From an optimization exercise on the open Yosys and OpenROAD flow, aimed at small area, a short achievable clock period and few clock cycles per item; shortcuts taken in it are not production practice. Function was checked by simulation only, so behaviour that the tests miss may differ from the original.

===== flow/flow/run.sh =====
#!/bin/bash
# Layout: the standard ORFS flow (standard.sh), with two changes to how the
# layout is made (the clock period, SDC and design are unchanged):
#  - the ports get buf_4 buffers instead of the flow's default (a slow delay buffer);
#  - repair_timing works to a larger setup margin, so it sizes the gates for a
#    shorter achieved period.
set -euo pipefail
sed 's|"\${@:-finish}"|SETUP_SLACK_MARGIN=6.8 "BUFFER_PORTS_ARGS=-buffer_cell sky130_fd_sc_hd__buf_4" "\${@:-finish}"|' standard.sh > standard_tight.sh
bash standard_tight.sh > make.log 2>&1

===== flow/standard.sh =====
#!/bin/bash
# synth_recipe.tcl (not shown) runs the flow's synth.tcl, then flattens the netlist and writes it again
# the make line also repeats each setting of config.mk as NAME=value (left out here)
make -C /OpenROAD-flow-scripts/flow DESIGN_CONFIG=/design/flow/config.mk WORK_HOME=/design/flow/orfs CLKGATE_MAP_FILE= SYNTH_SCRIPT=/design/flow/synth_recipe.tcl "${@:-finish}"

===== flow/config.mk =====
export PLATFORM = sky130hd
export DESIGN_NAME = fuzzylogicspeedcontroller
export DESIGN_NICKNAME = fuzzylogicspeedcontroller
export VERILOG_FILES = /design/flow/design.v
export SDC_FILE = /design/flow/constraint.sdc
export NUM_CORES = 4
export LEC_CHECK = 0
export CAP_MARGIN = 20
export CORE_MARGIN = 2
export CORE_UTILIZATION = 40
export PLACE_DENSITY = 0.6
export SLEW_MARGIN = 20

===== flow/constraint.sdc =====
create_clock -name core_clock -period 10.0 [get_ports {clk}]
set_input_delay 2.0000 -clock core_clock [delete_from_list [all_inputs] [get_ports {clk}]]
set_output_delay 2.0000 -clock core_clock [all_outputs]
set_load 0.01 [all_outputs]

===== flow/design.v =====
`timescale 1ns / 1ps
module fuzzylogicspeedcontroller(
    input clk,
    input rst,
    input start,
    input [7:0] R,
    input [7:0] C,
    output ready,
    output reg done,
    output reg [7:0] pw
    );
assign ready = 1'b1;
function lt6(input [5:0] x, input [5:0] y);    
  integer n; reg r;
  begin
    r = 1'b0;
    for (n = 0; n < 6; n = n + 1)
      r = x[n] ? (y[n] ? r : 1'b0) : (y[n] ? 1'b1 : r);
    lt6 = r;
  end
endfunction
function [5:0] min6(input [5:0] x, input [5:0] y);
  min6 = lt6(x, y) ? x : y;
endfunction
function [5:0] max6(input [5:0] x, input [5:0] y);
  max6 = lt6(x, y) ? y : x;
endfunction
reg v0;
reg [7:0] R0, C0;
always @(posedge clk) begin
  if (rst) v0 <= 1'b0; else v0 <= start;
  R0 <= R; C0 <= C;
end
reg [8:0] oldE;
wire [8:0] Ec = {1'b0, R0} + {1'b0, ~C0};
wire [8:0] dec = ({1'b0, R0} + {1'b0, ~C0} + ~oldE) ^ 9'h100;
reg v1;
reg [8:0] E1, de1;
always @(posedge clk) begin
  if (rst) begin v1 <= 1'b0; oldE <= 9'd0; end
  else begin v1 <= v0; if (v0) oldE <= Ec; end
  E1 <= Ec; de1 <= dec;
end
reg [1:0] ei; reg [5:0] ea, eb;
reg dj;       reg [5:0] dc, dd, dcd;
reg [4:0] te, td;
always @(*) begin
  te = 5'd0;
  if (E1 < 158) begin ei = 0; ea = 63; eb = 0; end
  else if (E1 < 190) begin te = E1[4:0] - 5'd30; ei = 0; ea = {~te, 1'b1}; eb = {te, 1'b0}; end
  else if (E1 < 213) begin ei = 0; ea = 0; eb = 63; end
  else if (E1 < 245) begin te = E1[4:0] - 5'd21; ei = 1; ea = {~te, 1'b1}; eb = {te + 5'd3, 1'b0}; end
  else if (E1 < 265) begin ei = 1; ea = 0; eb = 63; end
  else if (E1 < 297) begin te = E1[4:0] - 5'd9; ei = 2; ea = {~te, 1'b1}; eb = {te, 1'b0}; end
  else if (E1 < 320) begin ei = 2; ea = 0; eb = 63; end
  else if (E1 < 352) begin te = E1[4:0]; ei = 3; ea = {~te, 1'b1}; eb = {te, 1'b0}; end
  else begin ei = 3; ea = 0; eb = 63; end
  td = de1[4:0] - 5'd4;            
  if (de1 < 218) begin dj = 0; dc = 63; dd = 0; dcd = 63; end
  else if (de1 < 250) begin td = de1[4:0] - 5'd26; dj = 0; dc = {~td, 1'b1}; dd = {td, 1'b0}; dcd = td[4] ? dd : dc; end
  else if (de1 == 250) begin dj = 0; dc = 63; dd = 63; dcd = 63; end
  else if (de1 <= 260) begin dj = 0; dc = 0; dd = 63; dcd = 63; end
  else if (de1 <= 265) begin dj = 1; dc = 0; dd = {td, 1'b0}; dcd = dd; end
  else if (de1 < 292) begin dj = 1; dc = {~td, 1'b1}; dd = {td, 1'b0}; dcd = td[4] ? dd : dc; end
  else if (de1 == 292) begin dj = 1; dc = 63; dd = 63; dcd = 63; end
  else begin dj = 1; dc = 0; dd = 63; dcd = 63; end
end
reg v2;
reg [2:0] cs2;
reg [5:0] a2, b2, c2, d2, cd2;
always @(posedge clk) begin
  if (rst) v2 <= 1'b0; else v2 <= v1;
  cs2 <= {ei, dj}; a2 <= ea; b2 <= eb; c2 <= dc; d2 <= dd; cd2 <= dcd;
end
wire [5:0] mac = min6(a2, c2), mad = min6(a2, d2), macd = min6(a2, cd2);
wire [5:0] mbc = min6(b2, c2), mbd = min6(b2, d2), mbcd = min6(b2, cd2);
wire [5:0] xA = max6(macd, mbc), xB = max6(mad, mbc), xC = max6(mbcd, mad);
reg [1:0] base;
reg [5:0] l0, l1, l2;
always @(*) begin
  case (cs2)
    3'b000: begin base = 0; l0 = xA;   l1 = mbd;  l2 = 0;    end
    3'b001: begin base = 0; l0 = macd; l1 = mbcd; l2 = 0;    end
    3'b010: begin base = 0; l0 = mac;  l1 = xB;   l2 = mbd;  end
    3'b011: begin base = 1; l0 = macd; l1 = mbc;  l2 = mbd;  end
    3'b100: begin base = 1; l0 = mac;  l1 = mad;  l2 = mbcd; end
    3'b101: begin base = 2; l0 = mac;  l1 = xB;   l2 = mbd;  end
    3'b110: begin base = 3; l0 = macd; l1 = mbcd; l2 = 0;    end
    default: begin base = 3; l0 = mac; l1 = xC;   l2 = 0;    end
  endcase
end
reg v3;
reg [1:0] base3;
reg [5:0] L0, L1, L2;
always @(posedge clk) begin
  if (rst) v3 <= 1'b0; else v3 <= v2;
  base3 <= base; L0 <= l0; L1 <= l1; L2 <= l2;
end
function [29:0] csa15(input [14:0] x, input [14:0] y, input [14:0] z);
  csa15 = {(x & y) | (x & z) | (y & z), x ^ y ^ z};
endfunction
wire [14:0] x0 = {7'b0, L0[5:1], {3{L0[0]}}};
wire [14:0] x1 = {7'b0, L1[5:1], {3{L1[0]}}};
wire [14:0] x2 = {7'b0, L2[5:1], {3{L2[0]}}};
wire [14:0] xu = (base3 == 1) ? x1 : x0;
wire [14:0] xw = (base3 == 2) ? x1 : x2;
wire [29:0] k1 = csa15(x1 << 5, x2 << 6, x1 << 1);
wire [29:0] k2 = csa15(x2 << 2, xu, xw);
wire [29:0] k3 = csa15(k1[14:0], k1[29:15] << 1, k2[14:0]);
wire [29:0] k4 = csa15(k3[14:0], k3[29:15] << 1, k2[29:15] << 1);
reg v4;
reg [1:0] base4;
reg [14:0] ns4, nc4;
reg [9:0] den4;
always @(posedge clk) begin
  if (rst) v4 <= 1'b0; else v4 <= v3;
  base4 <= base3; ns4 <= k4[14:0]; nc4 <= k4[29:15] << 1;
  den4 <= x0[9:0] + x1[9:0] + x2[9:0];
end
function [33:0] csa17(input [16:0] x, input [16:0] y, input [16:0] z);
  csa17 = {(x & y) | (x & z) | (y & z), x ^ y ^ z};
endfunction
wire [33:0] k5 = csa17({2'b0, ns4}, {2'b0, nc4}, ~{1'b0, den4, 6'b0});
wire [16:0] t5 = k5[16:0] + {k5[32:17], 1'b1};
function [10:0] nrstep(input [10:0] p, input nb, input [9:0] den);
  reg [11:0] t;
  begin
    t = {p, nb} + ({2'b0, den} ^ {12{~p[10]}}) + {11'b0, ~p[10]};
    nrstep = t[10:0];
  end
endfunction
reg v5, v6, v7, v8, v9, v10, v11;
reg [1:0] base5, base6, base7, base8, base9, base10, base11;
reg [9:0] den5, den6, den7, den8, den9, den10;
reg [10:0] p5, p6, p7, p8, p9, p10;
reg [5:0] n5; reg [4:0] n6; reg [3:0] n7; reg [2:0] n8; reg [1:0] n9; reg n10;
reg [0:0] q6_; reg [1:0] q7_; reg [2:0] q8_; reg [3:0] q9_; reg [4:0] q10_; reg [6:0] q11_;
wire [10:0] p11 = nrstep(p10, n10, den10);
always @(posedge clk) begin
  if (rst) begin v5 <= 0; v6 <= 0; v7 <= 0; v8 <= 0; v9 <= 0; v10 <= 0; v11 <= 0; end
  else begin v5 <= v4; v6 <= v5; v7 <= v6; v8 <= v7; v9 <= v8; v10 <= v9; v11 <= v10; end
  base5 <= base4; base6 <= base5; base7 <= base6; base8 <= base7; base9 <= base8; base10 <= base9; base11 <= base10;
  den5 <= den4; den6 <= den5; den7 <= den6; den8 <= den7; den9 <= den8; den10 <= den9;
  p5 <= t5[16:6];                 n5 <= t5[5:0];
  p6 <= nrstep(p5, n5[5], den5);  n6 <= n5[4:0];  q6_ <= ~p5[10];
  p7 <= nrstep(p6, n6[4], den6);  n7 <= n6[3:0];  q7_ <= {q6_, ~p6[10]};
  p8 <= nrstep(p7, n7[3], den7);  n8 <= n7[2:0];  q8_ <= {q7_, ~p7[10]};
  p9 <= nrstep(p8, n8[2], den8);  n9 <= n8[1:0];  q9_ <= {q8_, ~p8[10]};
  p10 <= nrstep(p9, n9[1], den9); n10 <= n9[0];   q10_ <= {q9_, ~p9[10]};
  q11_ <= {q10_, ~p10[10], ~p11[10]};
end
reg [7:0] wb;
always @(*) begin
  case (base11)
    2'd0: wb = 119;
    2'd1: wb = 153;
    2'd2: wb = 187;
    default: wb = 221;
  endcase
end
always @(posedge clk) begin
  if (rst) begin done <= 1'b0; pw <= 8'd0; end
  else begin
    done <= v11;
    if (v11) pw <= wb + {1'b0, q11_};
  end
end
endmodule

==> results of run 1 <==
## timing repair
| action | CTS | global route |
|---|---|---|
| gates resized for setup | 4 | 32 |
| hold buffers | 0 | 0 |
| endpoints found under the setup margin | 7 | 18 |
| cloned | 0 | 0 |
## synthesized netlist by cell type (6+ instances only)
library cell,number,area (um2)
maj3_1,7,70.1
nor3_1,14,70.1
or2_2,6,37.5
xor2_1,33,289
nand4_1,6,37.5
o211ai_1,10,75.1
a22oi_1,7,52.6
o22ai_1,11,68.8
ha_1,140,1750
a31oi_1,15,93.8
buf_1,8,30.0
nor2_1,101,379
mux2i_1,32,320
and2_1,18,113
o21ai_0,87,435
nand2_1,89,334
o21bai_1,10,75.1
o31ai_1,6,45.0
a21oi_1,98,490
o21a_1,13,97.6
a211oi_1,13,97.6
a211o_1,7,61.3
nand3_1,21,105
xnor2_1,131,1150
fa_1,43,861
inv_1,196,736
clkbuf_1,29,109
maj3_2,11,124
nand2b_1,44,275
dfxtp_1,340,6810
nor2b_1,37,231
a21o_1,28,210
## registers in the layout, summed over array words and instances (netlist names), 10 cells and up
register / flops
p9: 11
ns4: 15
den7: 10
nc4: 13
den4: 10
p10: 11
den10: 10
den5: 10
p6: 11
p7: 11
den9: 10
p8: 11
den8: 10
den6: 10
p5: 11
## kinds of logic (layout without fill, tap and decap cells)
family | Yosys count | in the layout | synth area share
fa+ha+maj | 201 | 201 | 0.170
xor+xnor | 164 | 164 | 0.0868
buf+inv | 239 | 291 | 0.0551
simple gates | 359 | 359 | 0.106
other cells | 1 | 1 | 0.000227
mux | 37 | 37 | 0.0230
compound gates | 379 | 379 | 0.149
flops | 340 | 340 | 0.411
## per-stage QoR
stage          hold slack, ns  worst slack, ns  utilization
5_1_grt                 0.328             6.60        0.456
3_5_place_dp            0.312             6.72        0.423
3_3_place_gp            0.310             6.72        0.423
4_1_cts                 0.324             6.81        0.454
6_report                0.322             6.93        0.456
2_1_floorplan           0.310             7.16            -
## final cells by class
cell class	count	area, um2
Clock buffer	53	1110
Timing Repair Buffer	29	218
Multi-Input combinational cell	1141	8930
Clock inverter	13	153
Sequential cell	340	6830
Fill cell	3801	22200
Inverter	196	736
Tap cell	532	666
## per-layer routing
metal | global-route usage | wire length (um)
met5 | 0 | 0
met4 | 0.0498 | 788
met3 | 0.0275 | 1660
met2 | 0.259 | 15200
met1 | 0.203 | 15000
## worst max-delay path, cell delays in order, from the launching register on
cell and delay (ns):
dfxtp_1 0.45, inv_1 0.19, a31o_2 0.25, a211o_1 0.27
nand4_1 0.21, nand2_1 0.26, a32oi_1 0.26, a2111oi_1 0.09
a2111o_1 0.45, and2_1 0.22, o311ai_0 0.31
## final timing paths
check	end	depth (start not counted)	slack (ns)
worst max-delay path	L0[3]	10	6.93
worst min-delay path	base10[0]	0	0.32
worst max register to register	L0[3]	10	6.93
worst min register to register	base10[0]	0	0.32
==> metrics.md, run 1 <==
| Metric | Value |
|---|---|
| Status | `timing/DRC/antenna clean` |
| Root buffer cell | `clkbuf_16` |
| Cell Count, Final, Fillers Out | `2304` |
| # port buffers | `27` |
| RSZ-0062 raised after global routing | `true` |
| Post-Syn Area | `16600 um2` |
| Placed Cells | `2238` |
| HP Start | `base9[0]` |
| Period minus WS final | `3.07 ns` |
| Starting Density | `0.405` |
| Tcrit/Tclk final | `0.307` |
| WP data arrival | `3.48 ns` |
| DRC viols | `0` |
| Max_cap viols | `0` |
| Crit path max fanout | `7` |
| Fmax | `approximately 330 MHz` |
| Via count | `between 10000 and 15000` |
| Initial DRC count | `718` |
| Worst setup path category | `register to register` |
| Final ANT Viol Nets | `0` |
| H-tree levels | `2` |
| # nets final | `just under 2000` |
| CP endpoint kind | `register` |
| Post-synth EDFFs | `0` |
| Global-route wire length before repair | `approximately 56000 um` |
| Boundary pin count | `29` |
| # diodes | `0` |
| Worst-Skew Late Latency | `0.53 ns` |
| HPWL Detailed | `24700 um` |
| Routed WL per cell | `14.2 um` |
| Synth Instances | `roughly 1700` |
| CP Launch Point | `b2[4]` |
| Synthesized flop and latch total | `between 300 and 400` |
| Clk sinks | `between 300 and 400` |
| Die footprint | `~43000 um2` |
| Synth warn | `1` |
| Syn_nets | `approximately 1900` |
| CTS Buf Count | `37` |
| Final setup vio count | `0` |
| GRT overflow | `0` |
| Post-synth cell types | `79` |
| Total GRT Usage | `0.155` |
| Most frequent cells in the layout | `dfxtp_1 (326), inv_1 (196), ha_1 (140)` |
| Design area | `between 15000 and 20000 um2` |
| Worst r2r src | `b2[4]` |
| Layout area overhead | `12.6%` |
| Routed WL | `32700 um` |
| Async SR Flop Fraction | `0` |
| Die height | `~210 um` |
| Slew margin rel. | `0.327` |
| Worst-Margin Slew | `1.01 ns` |
| Initial antenna violation count | `0` |
| Hold Path Class | `register to register` |
| CP Data Required Time | `about 10 ns` |
| Setup_tns | `0 ns` |
| # rows | `74` |
| GPL Wtd Cong | `0.911` |
| CTS clk-pin slew, worst paths | `~0.06 ns` |
| Layout cells sized above 1 | `0.0835` |
| Sequential share of the synthesized area | `0.411` |
| DR pass1 iterations | `7` |
| Die Wd | `around 210 um` |
| Setup bufs post-CTS | `0` |
| Top FF cell, synth | `dfxtp_1` |
| Largest net degree at the start of global routing | `31` |
| Setup Skew | `0.0106 ns` |
| Vias per cell | `a little over 5` |
| Commonest non-fill, non-tap cell in the layout | `dfxtp_1` |
| Hold Vio Cnt, Final | `0` |
| Vias in the first global route | `between 10000 and 15000` |
| Fin. max-slew vios | `0` |
| Placed inst area | `roughly 17000 um2` |
| Core area | `between 40000 and 50000 um2` |
| Worst setup SP type | `register` |
| CTS tree | `built` |
| Syn Area/Cell | `roughly 9.6 um2` |
| Clk buf depth | `3` |
Testbench counts, summed over its fixed seeds: cycles 3,288, items 3,200.
==> inputs of run 2 (changes only) <==
--- a/flow/flow/run.sh
+++ b/flow/flow/run.sh
@@ -5,5 +5,5 @@
 #  - repair_timing works to a larger setup margin, so it sizes the gates for a
 #    shorter achieved period.
 set -euo pipefail
-sed 's|"\${@:-finish}"|SETUP_SLACK_MARGIN=6.8 "BUFFER_PORTS_ARGS=-buffer_cell sky130_fd_sc_hd__buf_4" "\${@:-finish}"|' standard.sh > standard_tight.sh
+sed 's|"\${@:-finish}"|SETUP_SLACK_MARGIN=7.2 "BUFFER_PORTS_ARGS=-buffer_cell sky130_fd_sc_hd__buf_4" "\${@:-finish}"|' standard.sh > standard_tight.sh
 bash standard_tight.sh > make.log 2>&1
==> run 2 against run 1 <==
  * First-iteration DRC count down 2.2%
  * Die area unchanged
  * Final cell count up 3.6%
  * Clock-buffer cell count down 3
  * Core utilization up 2.8 points
  * Sequential share of layout area down 1.7 points
  * Non-clock buffer count up 86
  * Synthesized cell count unchanged
  * Largest cell class unchanged
==> metrics.md, run 2 <==
| Metric | Value |
|---|---|
| WL met2 | `16300 um (+7.2%)` |
| Synth warn | `1 (unchanged)` |
| Max reg flops | `15 (unchanged)` |
| Most common cell in the netlist | `dfxtp_1` |
| Commonest non-fill, non-tap cell in the layout | `dfxtp_1` |
| Fmax | `339 MHz (+3.9%)` |
| Async SR Flop Fraction | `0 (unchanged)` |
| Setup_tns | `0 ns (unchanged)` |
| Routed WL | `34500 um (+5.7%)` |
| Hold Vio Cnt, Final | `0 (unchanged)` |
| HPWL Detailed | `25000 um (+1.3%)` |
| Initial DRC count | `702 (-2.2%)` |
| Syn_nets | `1922 (unchanged)` |
| M1 WL | `15500 um (+3.3%)` |
| Layout cells sized above 1 | `0.186 (+0.103)` |
| CTS tree | `built` |
| Status | `timing/DRC/antenna clean` |
| # nets final | `2033 (+4.4%)` |
| Core area | `40800 um2 (unchanged)` |
| Top FF cell, synth | `dfxtp_1` |
| Max_cap viols | `0 (unchanged)` |
| Fin. max-slew vios | `0 (unchanged)` |
| R2R depth | `11 (+1)` |
| Die height | `207 um (unchanged)` |
| Synth top area share | `0.411 (unchanged)` |
| Crit path max fanout | `5 (-2)` |
| Period minus WS final | `2.95 ns (-0.115 ns)` |
| Design area | `19800 um2 (+6.2%)` |
| Global-route wire length before repair | `57500 um (+3.3%)` |
| Routed WL per cell | `14.5 um (+2.0%)` |
| CP Data Required Time | `10.38 ns (-0.04 ns)` |
| Post-synth cell types | `79 (unchanged)` |
| Worst-Margin Slew | `1.05 ns (+0.0374 ns)` |
| Hold Path Class | `register to register` |
| Synth Instances | `1720 (unchanged)` |
| Register with the most flip-flops | `ns4` |
| Synthesized flop and latch total | `340 (unchanged)` |
| Placed inst area | `17300 um2 (about the same)` |
| # rows | `74 (unchanged)` |
| CP endpoint kind | `register` |
| Die Wd | `207 um (unchanged)` |
| WHS Path Cells | `0 (unchanged)` |
| Final ANT Viol Nets | `0 (unchanged)` |
| Starting Density | `0.405 (unchanged)` |
| Met3 routed WL | `1850 um (+12%)` |
| Worst setup SP type | `register` |
| Top Layer Used | `met4` |
| Syn Area/Cell | `9.63 um2 (unchanged)` |
| # diodes | `0 (unchanged)` |
| Layout area overhead | `19.5%` |
| Boundary pin count | `29 (unchanged)` |
| Post-synth EDFFs | `0 (unchanged)` |
| Sequential share of the synthesized area | `0.411 (unchanged)` |
| Fillers | `3747 (-1.4%)` |
| GPL Wtd Cong | `0.917 (+0.61%)` |
| Root buffer cell | `clkbuf_16` |
| H-tree levels | `2 (unchanged)` |
| DRC viols | `0 (unchanged)` |
| Largest net degree at the start of global routing | `31 (unchanged)` |
| Vias per cell | `5.04 (+0.20%)` |
| Tcrit/Tclk final | `0.295 (-0.0115)` |
| Final setup vio count | `0 (unchanged)` |
| DR pass1 iterations | `5 (-2)` |
| Clk buf depth | `3 (unchanged)` |
| Setup Skew | `0.00770 ns (-0.00288 ns)` |
| Die footprint | `43000 um2 (unchanged)` |
| Clk sinks | `340 (unchanged)` |
| Slew margin rel. | `0.302 (-0.0250)` |
| CTS Buf Count | `36 (-2.7%)` |
| Worst setup path category | `register to register` |
| RSZ-0062 raised after global routing | `true` |
| GRT overflow | `0 (unchanged)` |
| Worst-Skew Late Latency | `0.52 ns (about the same)` |
| Total GRT Usage | `0.160 (+0.00474)` |
| # port buffers | `27 (unchanged)` |
| Most frequent cells in the layout | `dfxtp_1 (296), inv_1 (189), ha_1 (137)` |
| Synth area leaders | `dfxtp_1 (41%), ha_1 (11%), xnor2_1 (6.9%)` |
| WP data arrival | `3.33 ns (-0.15 ns)` |
| CTS clk-pin slew, worst paths | `0.06 ns (about the same)` |
| Initial antenna violation count | `1 (+1)` |
| Largest regs | `ns4 x15, nc4 x13` |
| Vias in the first global route | `12100 (+5.7%)` |
| Cell taking the most area after synthesis | `dfxtp_1` |
| Commonest cells post-synth | `dfxtp_1 (340), inv_1 (196), ha_1 (140)` |
| Post-Syn Area | `16600 um2 (unchanged)` |
| Via count | `12000 (+3.8%)` |
[run 2: what timing repair did]
action,4_1_cts,5_1_grt
cloned,0,1
pin swaps,52,53
hold buffers,0,0
setup endpoints to repair,40,47
buffers inserted,36,49
gates resized for setup,108,101
[run 2: cells by family (layout without fill, tap and decap cells)]
logic type / count (synthesis) / count (layout) / share of synthesized area
AOI/OAI and AO/OA: 379 / 379 / 0.149
xor gates and xnor gates: 164 / 164 / 0.0868
adders and majority gates: 201 / 201 / 0.170
buffers and inverters: 239 / 374 / 0.0551
DFF: 340 / 340 / 0.411
muxes: 37 / 37 / 0.0230
other: 1 / 1 / 0.000227
and+or+nand+nor: 359 / 360 / 0.106
[run 2: routing by layer]
layer	track usage	vias to the layer above
li1	-	6045
met1	0.208	5622
met2	0.270	297
met3	0.0250	67
met4	0.0542	0
met5	0	-
[run 2: final cells by class]
cell class	count	area [um2]	area share
Clock inverter	13	110	0.00556
Sequential cell	340	6910	0.349
Clock buffer	50	1020	0.0518
Inverter	196	746	0.0377
Timing Repair Buffer	115	913	0.0461
Multi-Input combinational cell	1142	9430	0.476
Tap cell	532	666	0.0336
[run 2: final timing paths]
kind	from	endpoint	slack, ns
worst max-delay path	a2[0]	L0[3]	7.05
worst min-delay path	q9_[2]	q10_[3]	0.32
worst min register to register	q9_[2]	q10_[3]	0.32
worst max register to register	a2[0]	L0[3]	7.05
[run 2: stage by stage]
stage / setup slack [ns] / cells / hold slack, ns / utilization
final: 7.05 / 2388 / 0.322 / 0.485
after global routing: 6.95 / 2388 / 0.328 / 0.485
after CTS: 7.01 / 2338 / 0.321 / 0.465
after detailed placement: 6.74 / 2239 / 0.312 / 0.423
after global placement: 6.74 / 2239 / 0.310 / 0.423
after floorplan: 7.19 / 1720 / 0.310 / -
[run 2: worst max-delay path, stage by stage (launching register included)]
cell and delay, ns:
dfxtp_4 0.37, nand2b_4 0.14, maj3_2 0.30, maj3_2 0.30
maj3_2 0.30, maj3_2 0.30, maj3_2 0.36, buf_4 0.16
nand2_1 0.05, o21ai_0 0.11, a222oi_1 0.27, o311ai_1 0.17
==> inputs of run 3 (changes only) <==
--- a/flow/flow/run.sh
+++ b/flow/flow/run.sh
@@ -5,5 +5,5 @@
 #  - repair_timing works to a larger setup margin, so it sizes the gates for a
 #    shorter achieved period.
 set -euo pipefail
-sed 's|"\${@:-finish}"|SETUP_SLACK_MARGIN=7.2 "BUFFER_PORTS_ARGS=-buffer_cell sky130_fd_sc_hd__buf_4" "\${@:-finish}"|' standard.sh > standard_tight.sh
+sed 's|"\${@:-finish}"|SETUP_SLACK_MARGIN=7.0 "BUFFER_PORTS_ARGS=-buffer_cell sky130_fd_sc_hd__buf_4" "\${@:-finish}"|' standard.sh > standard_tight.sh
 bash standard_tight.sh > make.log 2>&1
--- a/flow/config.mk
+++ b/flow/config.mk
@@ -7,6 +7,6 @@
 export LEC_CHECK = 0
 export CAP_MARGIN = 20
 export CORE_MARGIN = 2
-export CORE_UTILIZATION = 40
-export PLACE_DENSITY = 0.6
+export CORE_UTILIZATION = 65
+export PLACE_DENSITY = 0.75
 export SLEW_MARGIN = 20
==> run 3 against run 2 <==
  * Area after synthesis unchanged
  * Final cell count down 11%
  * Core utilization up 27 points
  * First-iteration DRC count up 11%
  * Synthesized cell count unchanged
  * Critical endpoint is now pw[6]
  * Largest cell class unchanged
  * Highest routed layer unchanged
==> metrics.md, run 3 <==
| Metric | Value |
|---|---|
| Hold Vio Cnt, Final | `0 (unchanged)` |
| Clk sinks | `340 (unchanged)` |
| Initial DRC count | `779 (+11%)` |
| Fin. max-slew vios | `0 (unchanged)` |
| CTS clk-pin slew, worst paths | `0.06 ns (about the same)` |
| Register with the most flip-flops | `ns4` |
| Core Util, Final | `0.754 (+0.270)` |
| Boundary pin count | `29 (unchanged)` |
| Fin worst setup slack | `7.01 ns (-0.0367 ns)` |
| Worst setup SP type | `register` |
| WP data arrival | `0.99 ns (-2.34 ns)` |
| Fillers | `1803 (-52%)` |
| Die footprint | `26800 um2 (-38%)` |
| Placed Cells | `2035 (-9.1%)` |
| Hold Path Class | `register to register` |
| Final ANT Viol Nets | `0 (unchanged)` |
| Sequential share of the synthesized area | `0.411 (unchanged)` |
| Largest net degree at the start of global routing | `31 (unchanged)` |
| RSZ-0062 raised after global routing | `true` |
| Post-synth cell types | `79 (unchanged)` |
| Starting Density | `0.659 (+0.254)` |
| # port buffers | `27 (unchanged)` |
| Initial antenna violation count | `0 (-1)` |
| Setup_tns | `0 ns (unchanged)` |
| CTS Buf Count | `35 (-2.8%)` |
| Slowest CP cell | `dfxtp_2` |
| Root buffer cell | `clkbuf_16` |
| HPWL Detailed | `24800 um (-0.75%)` |
| Vias in the first global route | `11800 (-2.4%)` |
| Synth warn | `1 (unchanged)` |
| GRT overflow | `0 (unchanged)` |
| Die height | `164 um (-21%)` |
| Pre-CTS setup slack | `6.54 ns (-0.198 ns)` |
| Total GRT Usage | `0.261 (+0.101)` |
| Synthesized flop and latch total | `340 (unchanged)` |
| Worst-Skew Late Latency | `0.53 ns (about the same)` |
| Max_cap viols | `0 (unchanged)` |
| # nets final | `1971 (-3.0%)` |
| Top FF cell, synth | `dfxtp_1` |
| Slew margin rel. | `0.325 (+0.0231)` |
| Synth Instances | `1720 (unchanged)` |
| Syn_nets | `1922 (unchanged)` |
| GPL Wtd Cong | `0.953 (+4.0%)` |
| Layout area overhead | `14.4%` |
| Commonest non-fill, non-tap cell in the layout | `dfxtp_1` |
| Most frequent cells in the layout | `dfxtp_1 (306), inv_1 (194), ha_1 (140)` |
| Vias per cell | `5.61 (+11%)` |
| Max reg flops | `15 (unchanged)` |
| Most common cell in the netlist | `dfxtp_1` |
| Worst path cell trace | `buf_6` |
| Worst Path Buf+Inv | `1 (unchanged)` |
| Cell taking the most area after synthesis | `dfxtp_1` |
| # rows | `58 (-22%)` |
| Via count | `11900 (-1.0%)` |
| Routed WL per cell | `16.3 um (+12%)` |
| Layout cells sized above 1 | `0.137 (-0.0499)` |
| Clk buf depth | `3 (unchanged)` |
| Syn Area/Cell | `9.63 um2 (unchanged)` |
| Delay of the slowest critical-path stage | `0.35 ns (-0.02 ns)` |
| Final setup vio count | `0 (unchanged)` |
| H-tree levels | `2 (unchanged)` |
| Post-synth EDFFs | `0 (unchanged)` |
| Tcrit/Tclk final | `0.299 (+0.00367)` |
| Routed WL | `34500 um (about the same)` |
| Async SR Flop Fraction | `0 (unchanged)` |
| Setup Skew | `0.0203 ns (+0.0126 ns)` |
| # diodes | `0 (unchanged)` |
| Worst setup path category | `register to output pin` |
| Fmax | `334 MHz (-1.2%)` |
| Status | `timing/DRC/antenna clean` |
| CTS tree | `built` |
| Synth top area share | `0.411 (unchanged)` |
| Commonest cells post-synth | `dfxtp_1 (340), inv_1 (196), ha_1 (140)` |
| Synth area leaders | `dfxtp_1 (41%), ha_1 (11%), xnor2_1 (6.9%)` |
| DR pass1 iterations | `5 (unchanged)` |
| Core area | `25100 um2 (-39%)` |
| Die Wd | `164 um (-21%)` |
| Largest regs | `ns4 x15, nc4 x13` |
| Worst hold slack | `0.322 ns (-0.000169 ns)` |
| Cell Count, Final, Fillers Out | `2124 (-11%)` |
| Global-route wire length before repair | `56300 um (-2.0%)` |
| Post-Syn Area | `16600 um2 (unchanged)` |
| Worst-Margin Slew | `1.01 ns (-0.0346 ns)` |
| CP Data Required Time | `8.00 ns (-2.38 ns)` |
| Period minus WS final | `2.99 ns (+0.0367 ns)` |
| DRC viols | `0 (unchanged)` |
| Crit path max fanout | `2 (-3)` |
| Largest delay contributor family on the critical path | `flip-flops` |
| CP endpoint kind | `output pin` |
[run 3: cell counts after synthesis]
No cell type changed its count.
[run 3: logic make-up (layout without fill, tap and decap cells)]
logic type,count (synthesis),after routing,share of synthesized area
AO/OA/AOI/OAI,379,379,0.149
XOR/XNOR,164,164,0.0868
adder cells (fa/ha/maj),201,201,0.170
buffers and inverters,239,312,0.0551
flip-flops,340,340,0.411
multiplexers,37,37,0.0230
other,1,1,0.000227
AND/OR/NAND/NOR,359,360,0.106
[run 3: final timing paths]
| check | depth (start not counted) | startpoint | to | slack (ns) |
|---|---|---|---|---|
| min | 0 | base6[0] | base7[0] | 0.32 |
| max | 1 | pw[6] | pw[6] | 7.01 |
| max reg2reg | 9 | a2[0] | L0[4] | 7.03 |
| min reg2reg | 0 | base6[0] | base7[0] | 0.32 |
[run 3: timing repair]
item,4_1_cts,5_1_grt
gates resized for setup,46,96
hold buffers,0,0
pin swaps,10,32
setup buffers,5,21
endpoints found under the hold margin,0,0
gates cloned,0,1
setup endpoints to repair,23,36
[run 3: area by class of cell]
| cell class | instances | area [um2] | area share |
|---|---|---|---|
| Multi-Input combinational cell | 1142 | 9220 | 0.487 |
| Sequential cell | 340 | 6880 | 0.363 |
| Clock buffer | 45 | 993 | 0.0525 |
| Inverter | 196 | 736 | 0.0388 |
| Timing Repair Buffer | 54 | 437 | 0.0231 |
| Tap cell | 330 | 413 | 0.0218 |
| Clock inverter | 17 | 260 | 0.0137 |
[run 3: routing by layer]
metal / global-route usage / share of wire / up-vias
met4: 0.0857 / 0.028 / 0
met2: 0.439 / 0.47 / 333
met5: 0 / 0 / -
met3: 0.0371 / 0.050 / 83
li1: - / - / 5906
met1: 0.346 / 0.45 / 5588
[run 3: worst reg2reg max path, delay by kind of cell, from the launching register on]
family	cells	cell delay, ns
AOI/OAI and AO/OA	2	0.43
DFF	1	0.36
adders and majority gates	5	1.56
muxes	1	0.34
and+or+nand+nor	1	0.14
[run 3: metrics by stage]
step / area [um2]
after floorplan: 16600
after global placement: 17000
after detailed placement: 17000
after CTS: 18400
after global routing: 18900
final: 18900
==> inputs of run 4 (changes only) <==
--- a/flow/config.mk
+++ b/flow/config.mk
@@ -8,5 +8,7 @@
 export CAP_MARGIN = 20
 export CORE_MARGIN = 2
 export CORE_UTILIZATION = 65
+export CTS_BUF_LIST = sky130_fd_sc_hd__clkbuf_8
+export CTS_CLUSTER_SIZE = 30
 export PLACE_DENSITY = 0.75
 export SLEW_MARGIN = 20
==> run 4 against run 3 <==
  * Still clean
  * Critical path depth unchanged
  * Setup slack got worse by 0.016 ns
  * Register-to-register slack got worse by 0.02 ns
  * Critical path type unchanged
  * Critical endpoint unchanged
  * Highest routed layer is now met5
==> metrics.md, run 4 <==
| Metric | Value |
|---|---|
| # diodes | `0 (unchanged)` |
| Die height | `164 um (unchanged)` |
| Synth Instances | `1720 (unchanged)` |
| Synth top area share | `0.411 (unchanged)` |
| H-tree levels | `2 (unchanged)` |
| Core area | `25100 um2 (unchanged)` |
| Root buffer cell | `clkbuf_8` |
| Synth area leaders | `dfxtp_1 (41%), ha_1 (11%), xnor2_1 (6.9%)` |
| Top FF cell, synth | `dfxtp_1` |
| Most frequent cells in the layout | `dfxtp_1 (305), inv_1 (206), ha_1 (139)` |
| # port buffers | `27 (unchanged)` |
| Fmax | `333 MHz (-0.52%)` |
| Largest regs | `ns4 x15, nc4 x13` |
| Cell taking the most area after synthesis | `dfxtp_1` |
| Slew margin rel. | `0.295 (-0.0302)` |
| Delay of the slowest critical-path stage | `0.34 ns (about the same)` |
| Post-synth cell types | `79 (unchanged)` |
| Layout cells sized above 1 | `0.140 (+0.00346)` |
| Initial antenna violation count | `1 (+1)` |
| Commonest non-fill, non-tap cell in the layout | `dfxtp_1` |
| Worst-Margin Slew | `1.06 ns (+0.0453 ns)` |
| Global-route wire length before repair | `55900 um (-0.80%)` |
| Slowest CP cell | `dfxtp_2` |
| DRC viols | `0 (unchanged)` |
| # rows | `58 (unchanged)` |
| Sequential share of the synthesized area | `0.411 (unchanged)` |
| Register with the most flip-flops | `ns4` |
| Syn_nets | `1922 (unchanged)` |
| Initial DRC count | `776 (-0.39%)` |
| R2R setup slack | `7.01 ns (-0.02 ns)` |
| WP data arrival | `1.01 ns (+0.02 ns)` |
| Hold Path Class | `register to register` |
| Crit path max fanout | `2 (unchanged)` |
| CTS Hold Buffers Added | `0 (unchanged)` |
| CP Data Required Time | `8.00 ns (about the same)` |
| Most common cell in the netlist | `dfxtp_1` |
| Vias in the first global route | `11800 (+0.31%)` |
| Clk sinks | `340 (unchanged)` |
| CP endpoint kind | `output pin` |
| Max_cap viols | `0 (unchanged)` |
| Largest net degree at the start of global routing | `31 (unchanged)` |
| DR pass1 iterations | `5 (unchanged)` |
| Worst setup path category | `register to output pin` |
| Max reg flops | `15 (unchanged)` |
| CTS tree | `built` |
| GPL Wtd Cong | `0.953 (unchanged)` |
| Final ANT Viol Nets | `0 (unchanged)` |
| Die Wd | `164 um (unchanged)` |
| Post-synth EDFFs | `0 (unchanged)` |
| Via count | `12000 (+0.71%)` |
| Total GRT Usage | `0.257 (-0.00381)` |
| CTS Buf Count | `53 (+51%)` |
| Boundary pin count | `29 (unchanged)` |
| Routed WL per cell | `15.9 um (-2.3%)` |
| Final setup vio count | `0 (unchanged)` |
| # nets final | `1980 (+0.46%)` |
| Clk buf depth | `3 (unchanged)` |
| CTS clk-pin slew, worst paths | `0.06 ns (about the same)` |
| Period minus WS final | `3.01 ns (+0.0156 ns)` |
| Placed Cells | `2035 (unchanged)` |
| Layout area overhead | `12.7%` |
| Setup_tns | `0 ns (unchanged)` |
| Hold Vio Cnt, Final | `0 (unchanged)` |
| Synth warn | `1 (unchanged)` |
| Worst setup SP type | `register` |
| Cell Count, Final, Fillers Out | `2144 (+0.94%)` |
| Worst path cell trace | `buf_6` |
| Fin. max-slew vios | `0 (unchanged)` |
| Worst Path Buf+Inv | `1 (unchanged)` |
| Routed WL | `34000 um (-1.4%)` |
| Commonest cells post-synth | `dfxtp_1 (340), inv_1 (196), ha_1 (140)` |
| Syn Area/Cell | `9.63 um2 (unchanged)` |
| Largest delay contributor family on the critical path | `flip-flops` |
| HPWL Detailed | `24800 um (unchanged)` |
| Worst-Skew Late Latency | `0.57 ns (+0.04 ns)` |
| Setup Skew | `0.0169 ns (-0.00343 ns)` |
| Synthesized flop and latch total | `340 (unchanged)` |
| Starting Density | `0.659 (unchanged)` |
| Async SR Flop Fraction | `0 (unchanged)` |
| Status | `timing/DRC/antenna clean` |
| RSZ-0062 raised after global routing | `true` |
| GRT overflow | `0 (unchanged)` |
| Fillers | `1853 (+2.8%)` |
| Die footprint | `26800 um2 (unchanged)` |
| Tcrit/Tclk final | `0.301 (+0.00156)` |
| Vias per cell | `5.59 (-0.23%)` |
| Post-Syn Area | `16600 um2 (unchanged)` |
-- run 4: per-stage QoR --
step | util | area, um2 | hold slack [ns] | worst slack (ns)
after floorplan | - | 16600 | 0.310 | 7.16
after CTS | 0.727 | 18200 | 0.319 | 6.87
after global routing | 0.743 | 18700 | 0.318 | 6.91
after detailed placement | 0.677 | 17000 | 0.312 | 6.54
final | 0.743 | 18700 | 0.318 | 6.99
after global placement | 0.677 | 17000 | 0.311 | 6.53
-- run 4: cells by family after synthesis --
family / Yosys count / share of synthesized area
fa+ha+maj: 201 / 0.170
flops: 340 / 0.411
buf+inv: 239 / 0.0551
other cells: 1 / 0.000227
xor+xnor: 164 / 0.0868
simple gates: 359 / 0.106
mux: 37 / 0.0230
compound gates: 379 / 0.149
-- run 4: per-layer routing --
metal / part of all wire / global-route usage / vias up
li1: - / - / 5925
met1: 0.45 / 0.341 / 5611
met2: 0.47 / 0.429 / 373
met3: 0.058 / 0.0432 / 84
met4: 0.025 / 0.0817 / 2
met5: 0.00038 / 0 / -
-- run 4: final timing paths --
| check | start | endpoint | cells after the start |
|---|---|---|---|
| min reg2reg | q9_[2] | q10_[3] | 0 |
| max | pw[6] | pw[6] | 1 |
| max reg2reg | a2[0] | L0[4] | 9 |
| min | q9_[2] | q10_[3] | 0 |
-- run 4: what timing repair did --
action                     CTS  global route
setup endpoints to repair   26            34
pin swaps                    6            33
resized for setup           53            90
setup buffers                5            12
gates cloned                 0             1
-- run 4: cell type report --
cell class,count,area (um2),area share
Multi-Input combinational cell,1142,9220,0.494
Inverter,196,736,0.0394
Tap cell,330,413,0.0221
Timing Repair Buffer,45,372,0.0199
Sequential cell,340,6880,0.368
Clock inverter,25,139,0.00744
Clock buffer,66,908,0.0487
==> inputs of run 5 (changes only) <==
==> flow/run.sh (new file) <==
#!/bin/bash
# synth_recipe.tcl (not shown) runs the flow's synth.tcl, then flattens the netlist and writes it again
# the make line also repeats each setting of config.mk as NAME=value (left out here)
make -C /OpenROAD-flow-scripts/flow DESIGN_CONFIG=/design/flow/config.mk WORK_HOME=/design/flow/orfs CLKGATE_MAP_FILE= SYNTH_SCRIPT=/design/flow/synth_recipe.tcl finish
--- a/flow/config.mk
+++ b/flow/config.mk
@@ -7,8 +7,6 @@
 export LEC_CHECK = 0
 export CAP_MARGIN = 20
 export CORE_MARGIN = 2
-export CORE_UTILIZATION = 65
-export CTS_BUF_LIST = sky130_fd_sc_hd__clkbuf_8
-export CTS_CLUSTER_SIZE = 30
-export PLACE_DENSITY = 0.75
+export CORE_UTILIZATION = 40
+export PLACE_DENSITY = 0.6
 export SLEW_MARGIN = 20
removed: flow/flow/run.sh
removed: flow/standard.sh
==> run 5 against run 4 <==
  * First-iteration DRC count up 6.8%
  * Global-route usage down 11 points
  * Clock-buffer cell count down 16
  * Critical endpoint unchanged
  * Still clean on timing, DRC and antenna
  * Area after synthesis unchanged
  * Design area down 0.76%
==> metrics.md, run 5 <==
| Metric | Value |
|---|---|
| Status | `timing/DRC/antenna clean` |
| CTS Hold Buffers Added | `0 (unchanged)` |
| Initial antenna violation count | `1 (unchanged)` |
| Worst path cell trace | `clkdlybuf4s50_1` |
| Final setup vio count | `0 (unchanged)` |
| Worst-Skew Late Latency | `0.52 ns (-0.05 ns)` |
| HPWL Detailed | `24300 um (-2.2%)` |
| Cell taking the most area after synthesis | `dfxtp_1` |
| Fillers | `3883 (+110%)` |
| Global-route wire length before repair | `54600 um (-2.3%)` |
| Vias in the first global route | `11400 (-3.7%)` |
| Worst-Margin Slew | `1.03 ns (-0.0247 ns)` |
| GPL Wtd Cong | `0.888 (-6.8%)` |
| Syn Area/Cell | `9.63 um2 (unchanged)` |
| Slew margin rel. | `0.310 (+0.0153)` |
| Crit path max fanout | `2 (unchanged)` |
| DR pass1 iterations | `5 (unchanged)` |
| Delay of the slowest critical-path stage | `0.56 ns (+0.22 ns)` |
| Fmax | `292 MHz (-12%)` |
| Most Crowded Layer GR | `met2` |
| WP data arrival | `1.43 ns (+0.42 ns)` |
| Synth Instances | `1720 (unchanged)` |
| Largest net degree at the start of global routing | `31 (unchanged)` |
| Slowest CP cell | `clkdlybuf4s50_1` |
| Clk sinks | `340 (unchanged)` |
| Synthesized flop and latch total | `340 (unchanged)` |
| RSZ-0062 raised after global routing | `false` |
| Fin. max-slew vios | `0 (unchanged)` |
| Total GRT Usage | `0.152 (-0.105)` |
| Worst hold slack | `0.324 ns (+0.00548 ns)` |
| Boundary pin count | `29 (unchanged)` |
| Die height | `207 um (+27%)` |
| Commonest non-fill, non-tap cell in the layout | `dfxtp_1` |
| Largest delay contributor family on the critical path | `buffers and inverters` |
| Final ANT Viol Nets | `0 (unchanged)` |
| CP endpoint kind | `output pin` |
| Setup_tns | `0 ns (unchanged)` |
| Root buffer cell | `clkbuf_16` |
| Synth top area share | `0.411 (unchanged)` |
| Layout area overhead | `11.9%` |
| Routed WL per cell | `14.0 um (-12%)` |
| Met3 Usage GRT | `0.0286 (-0.0146)` |
| Post-Syn Area | `16600 um2 (unchanged)` |
| Commonest cells post-synth | `dfxtp_1 (340), inv_1 (196), ha_1 (140)` |
| Hold Path Class | `register to register` |
| Post-cts resize count | `0 (-100%)` |
| Die Wd | `207 um (+27%)` |
| Period minus WS final | `3.43 ns (+0.419 ns)` |
| Async SR Flop Fraction | `0 (unchanged)` |
| Hold Vio Cnt, Final | `0 (unchanged)` |
| # port buffers | `27 (unchanged)` |
| # rows | `74 (+28%)` |
| CP Data Required Time | `8.00 ns (about the same)` |
| DRC viols | `0 (unchanged)` |
| H-tree levels | `2 (unchanged)` |
| Via count | `11600 (-3.1%)` |
| CTS clk-pin slew, worst paths | `0.06 ns (about the same)` |
| Clk buf depth | `3 (unchanged)` |
| Sequential share of the synthesized area | `0.411 (unchanged)` |
| Tcrit/Tclk final | `0.343 (+0.0419)` |
| # nets final | `1946 (-1.7%)` |
| Synth warn | `1 (unchanged)` |
| Initial DRC count | `829 (+6.8%)` |
| Vias per cell | `5.05 (-9.7%)` |
| Area of the multi-input gates | `8840 um2 (-4.2%)` |
| Routed WL | `32200 um (-5.3%)` |
| # diodes | `0 (unchanged)` |
| Worst setup SP type | `register` |
| Syn_nets | `1922 (unchanged)` |
| Layout cells sized above 1 | `0.0492 (-0.0909)` |
| Met2 Resource Use GR | `0.253 (-0.176)` |
| Max reg flops | `15 (unchanged)` |
| Synth area leaders | `dfxtp_1 (41%), ha_1 (11%), xnor2_1 (6.9%)` |
| CTS tree | `built` |
| GRT overflow | `0 (unchanged)` |
| Starting Density | `0.405 (-0.254)` |
| Most common cell in the netlist | `dfxtp_1` |
| Worst Path Buf+Inv | `1 (unchanged)` |
| CTS Buf Count | `37 (-30%)` |
| Core area | `40800 um2 (+63%)` |
| Sequential cell area | `6810 um2 (-1.0%)` |
| Largest regs | `ns4 x15, nc4 x13` |
| Post-synth cell types | `79 (unchanged)` |
| M1 GR Usage | `0.196 (-0.146)` |
| Max_cap viols | `0 (unchanged)` |
| Worst setup path category | `register to output pin` |
| Most frequent cells in the layout | `dfxtp_1 (340), inv_1 (196), ha_1 (140)` |
| Top FF cell, synth | `dfxtp_1` |
| Setup bufs post-CTS | `0 (-5)` |
| Die footprint | `43000 um2 (+61%)` |
| Setup Skew | `0.0121 ns (-0.00471 ns)` |
| Register with the most flip-flops | `ns4` |
| Post-synth EDFFs | `0 (unchanged)` |
[run 5: cell counts after synthesis]
No cell type changed its count.
[run 5: layout make-up]
cell class                      instances  area share
Timing Repair Buffer                   28      0.0150
Tap cell                              532      0.0359
Inverter                              196      0.0397
Clock inverter                         15      0.0106
Sequential cell                       340       0.367
Multi-Input combinational cell       1141       0.477
Clock buffer                           50      0.0542
[run 5: kinds of logic (layout without fill, tap and decap cells)]
family | count (synthesis) | in the layout | share of synthesized area
compound gates | 379 | 379 | 0.149
simple gates | 359 | 359 | 0.106
flops | 340 | 340 | 0.411
buf+inv | 239 | 289 | 0.0551
fa+ha+maj | 201 | 201 | 0.170
xor+xnor | 164 | 164 | 0.0868
mux | 37 | 37 | 0.0230
other cells | 1 | 1 | 0.000227
[run 5: path summary, 6_finish.rpt]
kind / cells after the start / start / endpoint / slack [ns]
hold reg to reg: 0 / base9[0] / base10[0] / 0.32
hold / removal: 0 / base9[0] / base10[0] / 0.32
setup / recovery: 1 / pw[6] / pw[6] / 6.57
setup reg to reg: 9 / cd2[5] / L1[2] / 6.69
[run 5: through the flow]
step | worst slack (ns) | utilization | instances | instance area, um2
final | 6.57 | 0.454 | 2302 | 18500
after CTS | 6.53 | 0.454 | 2302 | 18500
after floorplan | 7.16 | - | 1720 | 16600
after detailed placement | 6.45 | 0.424 | 2237 | 17300
after global placement | 6.51 | 0.424 | 2237 | 17300
after global routing | 6.38 | 0.454 | 2302 | 18500
[run 5: layer usage]
layer	wire length (um)	vias to the layer above	part of all wire
met3	1870	71	0.058
li1	-	5866	-
met4	904	2	0.028
met1	14700	5398	0.46
met2	14700	289	0.46
met5	13	-	0.00040
==> inputs of run 6 (changes only) <==
--- a/flow/design.v
+++ b/flow/design.v
@@ -42,7 +42,7 @@
   E1 <= Ec; de1 <= dec;
 end
 reg [1:0] ei; reg [5:0] ea, eb;
-reg dj;       reg [5:0] dc, dd, dcd;
+reg dj;       reg [5:0] dc, dd; reg dcs;
 reg [4:0] te, td;
 always @(*) begin
   te = 5'd0;
@@ -56,39 +56,56 @@
   else if (E1 < 352) begin te = E1[4:0]; ei = 3; ea = {~te, 1'b1}; eb = {te, 1'b0}; end
   else begin ei = 3; ea = 0; eb = 63; end
   td = de1[4:0] - 5'd4;            
-  if (de1 < 218) begin dj = 0; dc = 63; dd = 0; dcd = 63; end
-  else if (de1 < 250) begin td = de1[4:0] - 5'd26; dj = 0; dc = {~td, 1'b1}; dd = {td, 1'b0}; dcd = td[4] ? dd : dc; end
-  else if (de1 == 250) begin dj = 0; dc = 63; dd = 63; dcd = 63; end
-  else if (de1 <= 260) begin dj = 0; dc = 0; dd = 63; dcd = 63; end
-  else if (de1 <= 265) begin dj = 1; dc = 0; dd = {td, 1'b0}; dcd = dd; end
-  else if (de1 < 292) begin dj = 1; dc = {~td, 1'b1}; dd = {td, 1'b0}; dcd = td[4] ? dd : dc; end
-  else if (de1 == 292) begin dj = 1; dc = 63; dd = 63; dcd = 63; end
-  else begin dj = 1; dc = 0; dd = 63; dcd = 63; end
+  if (de1 < 218) begin dj = 0; dc = 63; dd = 0; dcs = 0; end
+  else if (de1 < 250) begin td = de1[4:0] - 5'd26; dj = 0; dc = {~td, 1'b1}; dd = {td, 1'b0}; dcs = td[4]; end
+  else if (de1 == 250) begin dj = 0; dc = 63; dd = 63; dcs = 1; end
+  else if (de1 <= 260) begin dj = 0; dc = 0; dd = 63; dcs = 1; end
+  else if (de1 <= 265) begin dj = 1; dc = 0; dd = {td, 1'b0}; dcs = 1; end
+  else if (de1 < 292) begin dj = 1; dc = {~td, 1'b1}; dd = {td, 1'b0}; dcs = td[4]; end
+  else if (de1 == 292) begin dj = 1; dc = 63; dd = 63; dcs = 1; end
+  else begin dj = 1; dc = 0; dd = 63; dcs = 1; end
 end
 reg v2;
 reg [2:0] cs2;
-reg [5:0] a2, b2, c2, d2, cd2;
+reg [5:0] a2, b2, c2, d2;
+reg ab2, cds2;
 always @(posedge clk) begin
   if (rst) v2 <= 1'b0; else v2 <= v1;
-  cs2 <= {ei, dj}; a2 <= ea; b2 <= eb; c2 <= dc; d2 <= dd; cd2 <= dcd;
+  cs2 <= {ei, dj}; a2 <= ea; b2 <= eb; c2 <= dc; d2 <= dd;
+  ab2 <= !lt6(ea, eb); cds2 <= dcs;
 end
-wire [5:0] mac = min6(a2, c2), mad = min6(a2, d2), macd = min6(a2, cd2);
-wire [5:0] mbc = min6(b2, c2), mbd = min6(b2, d2), mbcd = min6(b2, cd2);
-wire [5:0] xA = max6(macd, mbc), xB = max6(mad, mbc), xC = max6(mbcd, mad);
+localparam [2:0] SA = 3'd0, SB = 3'd1, SC = 3'd2, SD = 3'd3, SZ = 3'd4;
+wire ac = lt6(a2, c2), ad = lt6(a2, d2), bc = lt6(b2, c2), bd = lt6(b2, d2);
+wire [2:0] mac = ac ? SA : SC;                   
+wire [2:0] mad = ad ? SA : SD;                   
+wire [2:0] mbc = bc ? SB : SC;                   
+wire [2:0] mbd = bd ? SB : SD;                   
+wire [2:0] macd = cds2 ? mad : mac;              
+wire [2:0] mbcd = cds2 ? mbd : mbc;              
+wire [2:0] xB = ad ? (bc ? (ab2 ? SA : SB) : (ac ? SC : SA))
+                   : (bc ? (bd ? SD : SB) : (cds2 ? SD : SC));
+wire [2:0] xA = cds2 ? xB : (ab2 ? mac : mbc);   
+wire [2:0] xC = cds2 ? (ab2 ? mad : mbd) : xB;   
 reg [1:0] base;
-reg [5:0] l0, l1, l2;
+reg [2:0] s0, s1, s2;
 always @(*) begin
   case (cs2)
-    3'b000: begin base = 0; l0 = xA;   l1 = mbd;  l2 = 0;    end
-    3'b001: begin base = 0; l0 = macd; l1 = mbcd; l2 = 0;    end
-    3'b010: begin base = 0; l0 = mac;  l1 = xB;   l2 = mbd;  end
-    3'b011: begin base = 1; l0 = macd; l1 = mbc;  l2 = mbd;  end
-    3'b100: begin base = 1; l0 = mac;  l1 = mad;  l2 = mbcd; end
-    3'b101: begin base = 2; l0 = mac;  l1 = xB;   l2 = mbd;  end
-    3'b110: begin base = 3; l0 = macd; l1 = mbcd; l2 = 0;    end
-    default: begin base = 3; l0 = mac; l1 = xC;   l2 = 0;    end
+    3'b000: begin base = 0; s0 = xA;   s1 = mbd;  s2 = SZ;   end
+    3'b001: begin base = 0; s0 = macd; s1 = mbcd; s2 = SZ;   end
+    3'b010: begin base = 0; s0 = mac;  s1 = xB;   s2 = mbd;  end
+    3'b011: begin base = 1; s0 = macd; s1 = mbc;  s2 = mbd;  end
+    3'b100: begin base = 1; s0 = mac;  s1 = mad;  s2 = mbcd; end
+    3'b101: begin base = 2; s0 = mac;  s1 = xB;   s2 = mbd;  end
+    3'b110: begin base = 3; s0 = macd; s1 = mbcd; s2 = SZ;   end
+    default: begin base = 3; s0 = mac; s1 = xC;   s2 = SZ;   end
   endcase
 end
+function [5:0] pick(input [2:0] s, input [5:0] a, input [5:0] b, input [5:0] c, input [5:0] d);
+  pick = s[2] ? 6'd0 : s[1] ? (s[0] ? d : c) : (s[0] ? b : a);
+endfunction
+wire [5:0] l0 = pick(s0, a2, b2, c2, d2);
+wire [5:0] l1 = pick(s1, a2, b2, c2, d2);
+wire [5:0] l2 = pick(s2, a2, b2, c2, d2);
 reg v3;
 reg [1:0] base3;
 reg [5:0] L0, L1, L2;
==> flow/flow/run.sh (new file) <==
#!/bin/bash
# Layout: the standard ORFS flow (standard.sh), with two changes to how the
# layout is made (the clock period, SDC and design are unchanged):
#  - the ports get buf_4 buffers instead of the flow's default (a slow delay buffer);
#  - repair_timing works to a larger setup margin, so it sizes the gates for a
#    shorter achieved period.
set -euo pipefail
sed 's|"\${@:-finish}"|SETUP_SLACK_MARGIN=7.2 "BUFFER_PORTS_ARGS=-buffer_cell sky130_fd_sc_hd__buf_4" "\${@:-finish}"|' standard.sh > standard_tight.sh
bash standard_tight.sh > make.log 2>&1
==> flow/standard.sh (new file) <==
#!/bin/bash
# synth_recipe.tcl (not shown) runs the flow's synth.tcl, then flattens the netlist and writes it again
# the make line also repeats each setting of config.mk as NAME=value (left out here)
make -C /OpenROAD-flow-scripts/flow DESIGN_CONFIG=/design/flow/config.mk WORK_HOME=/design/flow/orfs CLKGATE_MAP_FILE= SYNTH_SCRIPT=/design/flow/synth_recipe.tcl "${@:-finish}"
--- a/flow/config.mk
+++ b/flow/config.mk
@@ -7,6 +7,8 @@
 export LEC_CHECK = 0
 export CAP_MARGIN = 20
 export CORE_MARGIN = 2
-export CORE_UTILIZATION = 40
-export PLACE_DENSITY = 0.6
+export CORE_UTILIZATION = 65
+export CTS_BUF_LIST = sky130_fd_sc_hd__clkbuf_8
+export CTS_CLUSTER_SIZE = 30
+export PLACE_DENSITY = 0.75
 export SLEW_MARGIN = 20
removed: flow/run.sh
==> run 6 against run 5 <==
  * Final cell count is 15% lower
  * Synthesized cell count is 12% lower
  * Largest cell class unchanged
  * Setup slack better by 0.40 ns
  * Still clean
  * Critical path depth stayed put
  * Die area is 42% lower
  * Via count is 11% lower
  * Sequential share of layout area is 1.7 points higher
==> metrics.md, run 6 <==
| Metric | Value |
|---|---|
| Worst setup path category | `register to output pin` |
| Root buffer cell | `clkbuf_8` |
| Fillers | `1615 (-58%)` |
| Core area | `23500 um2 (-43%)` |
| Fmax | `331 MHz (+13%)` |
| Clk buf depth | `3 (unchanged)` |
| Hold Path Class | `register to register` |
| Max_cap viols | `0 (unchanged)` |
| Syn Area/Cell | `10.2 um2 (+6.2%)` |
| Period minus WS final | `3.02 ns (-0.404 ns)` |
| Tcrit/Tclk final | `0.302 (-0.0404)` |
| Synth warn | `1 (unchanged)` |
| CP endpoint kind | `output pin` |
| Synth top area share | `0.434 (+0.0224)` |
| Syn_nets | `1718 (-11%)` |
| Worst-Skew Late Latency | `0.57 ns (+0.05 ns)` |
| Starting Density | `0.661 (+0.256)` |
| Area of the multi-input gates | `8130 um2 (-8.0%)` |
| # port buffers | `27 (unchanged)` |
| Critical Path Stages | `1 (unchanged)` |
| HPWL Detailed | `19700 um (-19%)` |
| Cell taking the most area after synthesis | `dfxtp_1` |
| Largest regs | `ns4 x15, nc4 x13` |
| Slowest CP cell | `dfxtp_2` |
| CTS Hold Buffers Added | `0 (unchanged)` |
| DR pass1 iterations | `5 (unchanged)` |
| Vias in the first global route | `10000 (-12%)` |
| Largest delay contributor family on the critical path | `flip-flops` |
| Crit path max fanout | `2 (unchanged)` |
| CTS Buf Count | `53 (+43%)` |
| Setup Skew | `0.0137 ns (+0.00154 ns)` |
| Synth Instances | `1518 (-12%)` |
| Initial DRC count | `602 (-27%)` |
| Boundary pin count | `29 (unchanged)` |
| Die height | `159 um (-24%)` |
| Vias per cell | `5.28 (+4.6%)` |
| Synthesized flop and latch total | `336 (-1.2%)` |
| Initial antenna violation count | `0 (-1)` |
| Total GRT Usage | `0.224 (+0.0723)` |
| # rows | `56 (-24%)` |
| Post-synth cell types | `77 (-2.5%)` |
| Cell Count, Final, Fillers Out | `1953 (-15%)` |
| Commonest non-fill, non-tap cell in the layout | `dfxtp_1` |
| Reg2Reg Capture Point | `ab2` |
| Max reg flops | `15 (unchanged)` |
| Delay of the slowest critical-path stage | `0.35 ns (-0.21 ns)` |
| CTS tree | `built` |
| Worst path cell trace | `buf_6` |
| Via count | `10300 (-11%)` |
| Worst r2r src | `E1[1]` |
| Layout cells sized above 1 | `0.130 (+0.0812)` |
| R2R setup slack | `7.13 ns (+0.44 ns)` |
| # diodes | `0 (unchanged)` |
| Routed WL | `28100 um (-13%)` |
| Synth area leaders | `dfxtp_1 (43%), ha_1 (11%), xnor2_1 (7.1%)` |
| Hold endpoint | `q7_[1]` |
| Sequential cell area | `6760 um2 (-0.64%)` |
| Layout area overhead | `13.5%` |
| Status | `timing/DRC/antenna clean` |
| Fin. max-slew vios | `0 (unchanged)` |
| Register with the most flip-flops | `ns4` |
| Core Util, Final | `0.750 (+0.297)` |
| Worst-Margin Slew | `0.803 ns (-0.229 ns)` |
| Most frequent cells in the layout | `dfxtp_1 (317), inv_1 (193), ha_1 (137)` |
| Slew margin rel. | `0.462 (+0.152)` |
| WP data arrival | `1.02 ns (-0.41 ns)` |
| # nets final | `1794 (-7.8%)` |
| Sequential share of the synthesized area | `0.434 (+0.0224)` |
| GPL Wtd Cong | `0.924 (+4.0%)` |
| Worst setup SP type | `register` |
| RSZ-0062 raised after global routing | `true` |
| Placed Cells | `1835 (-18%)` |
| Setup_tns | `0 ns (unchanged)` |
| Die Wd | `159 um (-24%)` |
| DRC viols | `0 (unchanged)` |
| HP Start | `q6_` |
| Post-synth EDFFs | `0 (unchanged)` |
| Commonest cells post-synth | `dfxtp_1 (336), inv_1 (184), ha_1 (138)` |
| Final ANT Viol Nets | `0 (unchanged)` |
| Async SR Flop Fraction | `0 (unchanged)` |
| R2R depth | `10 (+1)` |
| Largest net degree at the start of global routing | `31 (unchanged)` |
| Clk sinks | `336 (-1.2%)` |
| CP Data Required Time | `8.00 ns (about the same)` |
| Most common cell in the netlist | `dfxtp_1` |
| WHS Path Cells | `0 (unchanged)` |
| Global-route wire length before repair | `45600 um (-16%)` |
| Die footprint | `25100 um2 (-42%)` |
| Routed WL per cell | `14.4 um (+2.6%)` |
| Post-Syn Area | `15500 um2 (-6.3%)` |
| Worst Path Buf+Inv | `1 (unchanged)` |
| Top FF cell, synth | `dfxtp_1` |
| CTS clk-pin slew, worst paths | `0.07 ns (about the same)` |
| GRT overflow | `0 (unchanged)` |
| H-tree levels | `2 (unchanged)` |
| Hold Vio Cnt, Final | `0 (unchanged)` |
| Final setup vio count | `0 (unchanged)` |
## run 6: cell types whose count changed after synthesis, sizes merged, moves of 11 or more
cell	delta
o21bai	+12
nand2	-43
and2	-11
mux2i	+32
nor2	-19
o21ai	-50
clkbuf	-11
nand2b	-14
maj3	-13
## run 6: area by class of cell
class / instances / area share
inverter: 187 / 0.0399
timing repair buffer: 51 / 0.0258
tap: 319 / 0.0227
clock buffer: 72 / 0.0563
multi-input combinational: 965 / 0.462
sequential: 336 / 0.384
clock inverter: 23 / 0.00945
## run 6: timing repair
item	in CTS	in global routing
setup buffers	5	18
pin swaps	10	17
resized for setup	38	42
setup endpoints to repair	17	41
## run 6: how the worst max path moves through the flow
stage,start,slack (ns),end
4_1_cts,pw[5],6.95,pw[5]
3_5_place_dp,E1[1],6.80,ab2
3_3_place_gp,E1[1],6.94,ab2
5_1_grt,pw[0],6.93,pw[0]
6_report,pw[0],6.98,pw[0]
2_1_floorplan,C0[0],7.23,de1[8]
## run 6: routing by layer
layer  global-route usage  part of all wire  vias up  wire, um
li1                     -                 -     5232         -
met1                0.287              0.45     4778     12600
met2                0.384              0.48      252     13400
met3               0.0438             0.053       57      1470
met4               0.0686             0.021        0       576
met5                    0                 0        -         0
## run 6: cell families after synthesis
group                      share of synthesized area
DFF                                            0.434
AOI/OAI and AO/OA                              0.128
and+or+nand+nor                               0.0844
buffers and inverters                         0.0538
adders and majority gates                      0.170
xor gates and xnor gates                      0.0886
muxes                                         0.0413
other                                       0.000242
## run 6: per-stage QoR
| stage | hold WS (ns) | cell area [um2] | setup slack, ns |
|---|---|---|---|
| finish | 0.311 | 17600 | 6.98 |
| global placement | 0.311 | 16000 | 6.94 |
| CTS | 0.300 | 17300 | 6.95 |
| floorplan | 0.310 | 15500 | 7.23 |
| detailed placement | 0.312 | 16000 | 6.80 |
| global route | 0.311 | 17600 | 6.93 |
Testbench counts of run 6, summed over its fixed seeds: cycles 3,288, items 3,200.

[port drivers added, routing unchanged]
The flow's constraints put no driver on any port. The routed layouts listed below were extracted and timed again, unchanged, in two steps.
Step 1: set_driving_cell puts a clkbuf_16 on clk and a buf_2 on each other input, an assumption about the parent block.
Step 2 adds t to the input delays and takes it off the output delays; t is the mean of the earliest and latest rising clock arrival at the registers after step 1. Input paths then give back, and output paths get back, about the clock's delay inside the block.
Three values: no drivers, after step 1, after step 2; two values: the first two.
run | shift t [ns] | slack for setup (ns) | worst hold slack (ns)
run 1 | 0.573 | 6.932 / 6.932 / 6.932 | 0.322 / 0.322 / 0.322
run 2 | 0.566 | 7.047 / 6.996 / 7.047 | 0.322 / 0.322 / 0.322
run 3 | 0.571 | 7.010 / 6.958 / 7.026 | 0.322 / 0.322 / 0.322
run 4 | 0.603 | 6.994 / 6.951 / 7.008 | 0.318 / 0.318 / 0.318
run 5 | 0.569 | 6.575 / 6.521 / 6.471 | 0.324 / 0.324 / 0.324
run 6 | 0.609 | 6.979 / 6.935 / 7.135 | 0.311 / 0.311 / 0.311
After both steps every run listed still meets setup and hold. For run 5, which loses most, drivers alone change the setup slack by -0.054 ns; drivers and shift together by -0.104 ns.
